Context: an optimization exercise on an open-source flow, tuned for small area, a short achievable clock period and few clock cycles per item. The choices shown serve that exercise and are no tape-out recipe.

==> inputs of run a <==
==> flow/design.v <==
`timescale 1ns / 1ps
module dma_controller(
    input wire clk,
    input wire reset,
    input wire trigger,
    input wire [4:0] length,
    input wire [31:0] source_address,
    input wire [31:0] destination_add,
    input wire ARREADY,
    input wire [31:0] RDATA,
    input wire RVALID,
    input wire AWREADY,
    input wire WREADY,
    input wire BVALID,
    output reg done,
    output wire [31:0] ARADDR,
    output wire ARVALID,
    output wire RREADY,
    output wire [31:0] AWADDR,
    output wire AWVALID,
    output wire [31:0] WDATA,
    output wire WVALID,
    output wire BREADY
);
    wire [2:0] words = length[4:2];
    addr_stream ar (.clk(clk), .reset(reset), .trigger(trigger), .words(words),
                    .base(source_address), .ready(ARREADY),
                    .valid(ARVALID), .addr(ARADDR));
    addr_stream aw (.clk(clk), .reset(reset), .trigger(trigger), .words(words),
                    .base(destination_add), .ready(AWREADY),
                    .valid(AWVALID), .addr(AWADDR));
    reg busy;
    assign WDATA = RDATA;
    assign WVALID = RVALID & busy;
    assign RREADY = WREADY & busy;
    reg [2:0] b_idx;
    assign BREADY = 1'b1;
    wire b_last = (b_idx + 3'd1) == words;
    always @(posedge clk or posedge reset) begin
        if (reset) begin
            b_idx <= 3'd0;
            busy <= 1'b0;
            done <= 1'b0;
        end else if (trigger) begin
            b_idx <= 3'd0;
            busy <= 1'b1;
            done <= 1'b0;
        end else if (busy && BVALID) begin
            b_idx <= b_idx + 3'd1;
            busy <= !b_last;
            done <= b_last;
        end
    end
endmodule
module addr_stream(
    input wire clk,
    input wire reset,
    input wire trigger,
    input wire [2:0] words,
    input wire [31:0] base,
    input wire ready,
    output wire valid,
    output wire [31:0] addr
);
    localparam G = 4;                       
    localparam NG = (27 + G - 1) / G;       
    reg busy;
    reg [2:0] idx;
    reg [2:0] flip_lo;
    reg [NG-1:0] carry;
    assign valid = trigger | busy;
    wire hs = valid & ready;
    wire last = (idx + 3'd1) == words;
    wire [2:0] idx_next = hs ? (last ? 3'd0 : idx + 3'd1) : idx;
    always @(posedge clk or posedge reset) begin
        if (reset) begin
            idx <= 3'd0;
            busy <= 1'b0;
        end else begin
            idx <= idx_next;
            if (hs)
                busy <= !last;
            else if (trigger)
                busy <= 1'b1;
        end
    end
    wire [3:0] lo_next = {1'b0, base[4:2]} + {1'b0, idx_next};
    wire [26:0] up = base[31:5];
    always @(posedge clk) begin
        flip_lo <= lo_next[2:0] ^ base[4:2];
    end
    genvar g, k;
    generate
        for (g = 0; g < NG; g = g + 1) begin : grp
            wire below;
            if (g == 0) begin : first
                assign below = 1'b1;
            end else begin : rest
                assign below = &up[g*G-1:0];
            end
            always @(posedge clk)
                carry[g] <= lo_next[3] & below;
        end
    endgenerate
    assign addr[1:0] = 2'b00;
    assign addr[4:2] = base[4:2] ^ flip_lo;
    generate
        for (k = 0; k < 27; k = k + 1) begin : bit_up
            localparam integer GB = (k / G) * G;    
            wire inner;
            if (k == GB) begin : first
                assign inner = 1'b1;
            end else begin : rest
                assign inner = &up[k-1:GB];
            end
            assign addr[5 + k] = up[k] ^ (carry[k / G] & inner);
        end
    endgenerate
endmodule
==> flow/flow/run.sh <==
#!/bin/bash
# Standard layout, but with the smallest buffer on the ports (the flow upsizes
# them where timing needs it).
set -euo pipefail
export BUFFER_PORTS_ARGS="-buffer_cell sky130_fd_sc_hd__buf_1"
bash standard.sh > standard.log 2>&1
==> flow/standard.sh <==
#!/bin/bash
# synth_recipe.tcl (not shown) runs the flow's synth.tcl, then flattens the netlist and writes it again
# the make line also repeats each setting of config.mk as NAME=value (left out here)
make -C /OpenROAD-flow-scripts/flow DESIGN_CONFIG=/design/flow/config.mk WORK_HOME=/design/flow/orfs CLKGATE_MAP_FILE= SYNTH_SCRIPT=/design/flow/synth_recipe.tcl "${@:-finish}"
==> flow/config.mk <==
export PLATFORM = sky130hd
export DESIGN_NAME = dma_controller
export DESIGN_NICKNAME = dma_controller
export VERILOG_FILES = /design/flow/design.v
export SDC_FILE = /design/flow/constraint.sdc
export NUM_CORES = 4
export LEC_CHECK = 0
export CAP_MARGIN = 20
export CORE_MARGIN = 2
export CORE_UTILIZATION = 40
export SETUP_SLACK_MARGIN = 0.5
export SLEW_MARGIN = 20
==> flow/constraint.sdc <==
create_clock -name core_clock -period 4.0 [get_ports {clk}]
set_input_delay 0.8000 -clock core_clock [delete_from_list [all_inputs] [get_ports {clk}]]
set_output_delay 0.8000 -clock core_clock [all_outputs]
set_load 0.01 [all_outputs]
==> inputs of run b, as changes to run a <==
--- a/flow/design.v
+++ b/flow/design.v
@@ -29,26 +29,22 @@
     addr_stream aw (.clk(clk), .reset(reset), .trigger(trigger), .words(words),
                     .base(destination_add), .ready(AWREADY),
                     .valid(AWVALID), .addr(AWADDR));
-    reg busy;
+    reg [2:0] b_left;
+    wire busy = |b_left;
     assign WDATA = RDATA;
     assign WVALID = RVALID & busy;
     assign RREADY = WREADY & busy;
-    reg [2:0] b_idx;
-    assign BREADY = 1'b1;
-    wire b_last = (b_idx + 3'd1) == words;
+    assign BREADY = BVALID;
     always @(posedge clk or posedge reset) begin
         if (reset) begin
-            b_idx <= 3'd0;
-            busy <= 1'b0;
+            b_left <= 3'd0;
             done <= 1'b0;
         end else if (trigger) begin
-            b_idx <= 3'd0;
-            busy <= 1'b1;
+            b_left <= words;
             done <= 1'b0;
         end else if (busy && BVALID) begin
-            b_idx <= b_idx + 3'd1;
-            busy <= !b_last;
-            done <= b_last;
+            b_left <= b_left - 3'd1;
+            done <= b_left == 3'd1;
         end
     end
 endmodule
@@ -70,39 +66,52 @@
     reg [NG-1:0] carry;
     assign valid = trigger | busy;
     wire hs = valid & ready;
-    wire last = (idx + 3'd1) == words;
-    wire [2:0] idx_next = hs ? (last ? 3'd0 : idx + 3'd1) : idx;
+    wire [2:0] idx_inc = idx + 3'd1;
+    wire last = idx_inc == words;
+    wire step = hs & !last;                 
     always @(posedge clk or posedge reset) begin
         if (reset) begin
             idx <= 3'd0;
             busy <= 1'b0;
         end else begin
-            idx <= idx_next;
+            if (hs)
+                idx <= last ? 3'd0 : idx_inc;
             if (hs)
                 busy <= !last;
             else if (trigger)
                 busy <= 1'b1;
         end
     end
-    wire [3:0] lo_next = {1'b0, base[4:2]} + {1'b0, idx_next};
+    wire [2:0] flip_inc = flip_lo ^ {addr[3] & addr[2], addr[2], 1'b1};
+    wire carry_inc = carry[0] | (&addr[4:2]);
     wire [26:0] up = base[31:5];
     always @(posedge clk) begin
-        flip_lo <= lo_next[2:0] ^ base[4:2];
+        if (step)
+            flip_lo <= flip_inc;
+        else if (!busy)
+            flip_lo <= 3'd0;
+    end
+    reg carry0;
+    always @(posedge clk) begin
+        if (step)
+            carry0 <= carry_inc;
+        else if (!busy)
+            carry0 <= 1'b0;
     end
     genvar g, k;
     generate
         for (g = 0; g < NG; g = g + 1) begin : grp
-            wire below;
             if (g == 0) begin : first
-                assign below = 1'b1;
+                always @(*) carry[g] = carry0;
             end else begin : rest
-                assign below = &up[g*G-1:0];
+                reg below;
+                always @(posedge clk)
+                    below <= &up[g*G-1:0];
+                always @(*) carry[g] = carry0 & below;
             end
-            always @(posedge clk)
-                carry[g] <= lo_next[3] & below;
         end
     endgenerate
-    assign addr[1:0] = 2'b00;
+    assign addr[1:0] = base[1:0];           
     assign addr[4:2] = base[4:2] ^ flip_lo;
     generate
         for (k = 0; k < 27; k = k + 1) begin : bit_up
==> flow/flow/run.sh (replaced) <==
#!/bin/bash
# Standard layout in steps: the smallest buffer on the ports, no timing repair
# before clock tree synthesis, then repair by resizing gates only.
set -euo pipefail
export BUFFER_PORTS_ARGS="-buffer_cell sky130_fd_sc_hd__buf_1"
export SETUP_SLACK_MARGIN=0
bash standard.sh synth floorplan place > standard_place.log 2>&1
export SETUP_SLACK_MARGIN=2.0
export SETUP_MOVE_SEQUENCE=sizeup,swap
bash standard.sh cts > standard_cts.log 2>&1
bash standard.sh > standard_finish.log 2>&1
CTS_BUF_LIST = sky130_fd_sc_hd__clkbuf_4   (was not set)
SETUP_SLACK_MARGIN = not set   (was 0.5)
==> results_dict.tcl <==
set metrics [dict create \
    status "timing/DRC/antenna clean" \
    route.layer.met1.wl_um 2070 \
    power.total_mw 1.37 \
    p_per_area_nw_per_um2 458 \
    grt.met3_usage_pct 6.29 \
    via_count 2267 \
    max_freq_ghz 0.349 \
    maxSlewHeadroom_pct 61.8 \
]
the above is filed under run a

==> results_dict.tcl <==
set metrics [dict create \
    power.total_mw 1.54 \
    max_freq_ghz 0.405 \
    status "timing/DRC/antenna clean" \
    p_per_area_nw_per_um2 432 \
    grt.met3_usage_pct 3.70 \
    route.layer.met1.wl_um 2460 \
    via_count 2360 \
    r2r_setup_slack_ns 2.10 \
    layout.cells.most_common "buf_1" \
    synth_top_area_share_pct 11.3 \
]
the above is filed under run b

No functional check of the RTL was part of any run of this note.

re-timing with driven ports:
No port has a modelled driver above. Below, the same layouts with a new extraction and two added sets of constraints.
Step 1, drivers: a clkbuf_16 drives clk and a buf_2 each remaining input, both assumed.
Step 2, shift: input delay + t, output delay - t, t = (earliest + latest rising clock arrival at the registers) / 2. This alone moves slack from input paths to output paths.
Three values: no drivers, after step 1, after step 2; two values: the first two.
| run | shift t [ns] | setup slack, ns | worst hold slack (ns) | worst setup path at the end |
|---|---|---|---|---|
| run a | 0.309 | 1.139 / 1.139 / 0.877 | 0.509 / 0.510 / 0.527 | input to register |
| run b | 0.344 | 1.533 / 1.507 / 1.522 | 0.445 / 0.439 / 0.492 | input to output |
After both steps every run listed still meets setup and hold. For run a, which loses most, drivers alone change the setup slack by 0.000 ns; drivers and shift together by -0.262 ns.
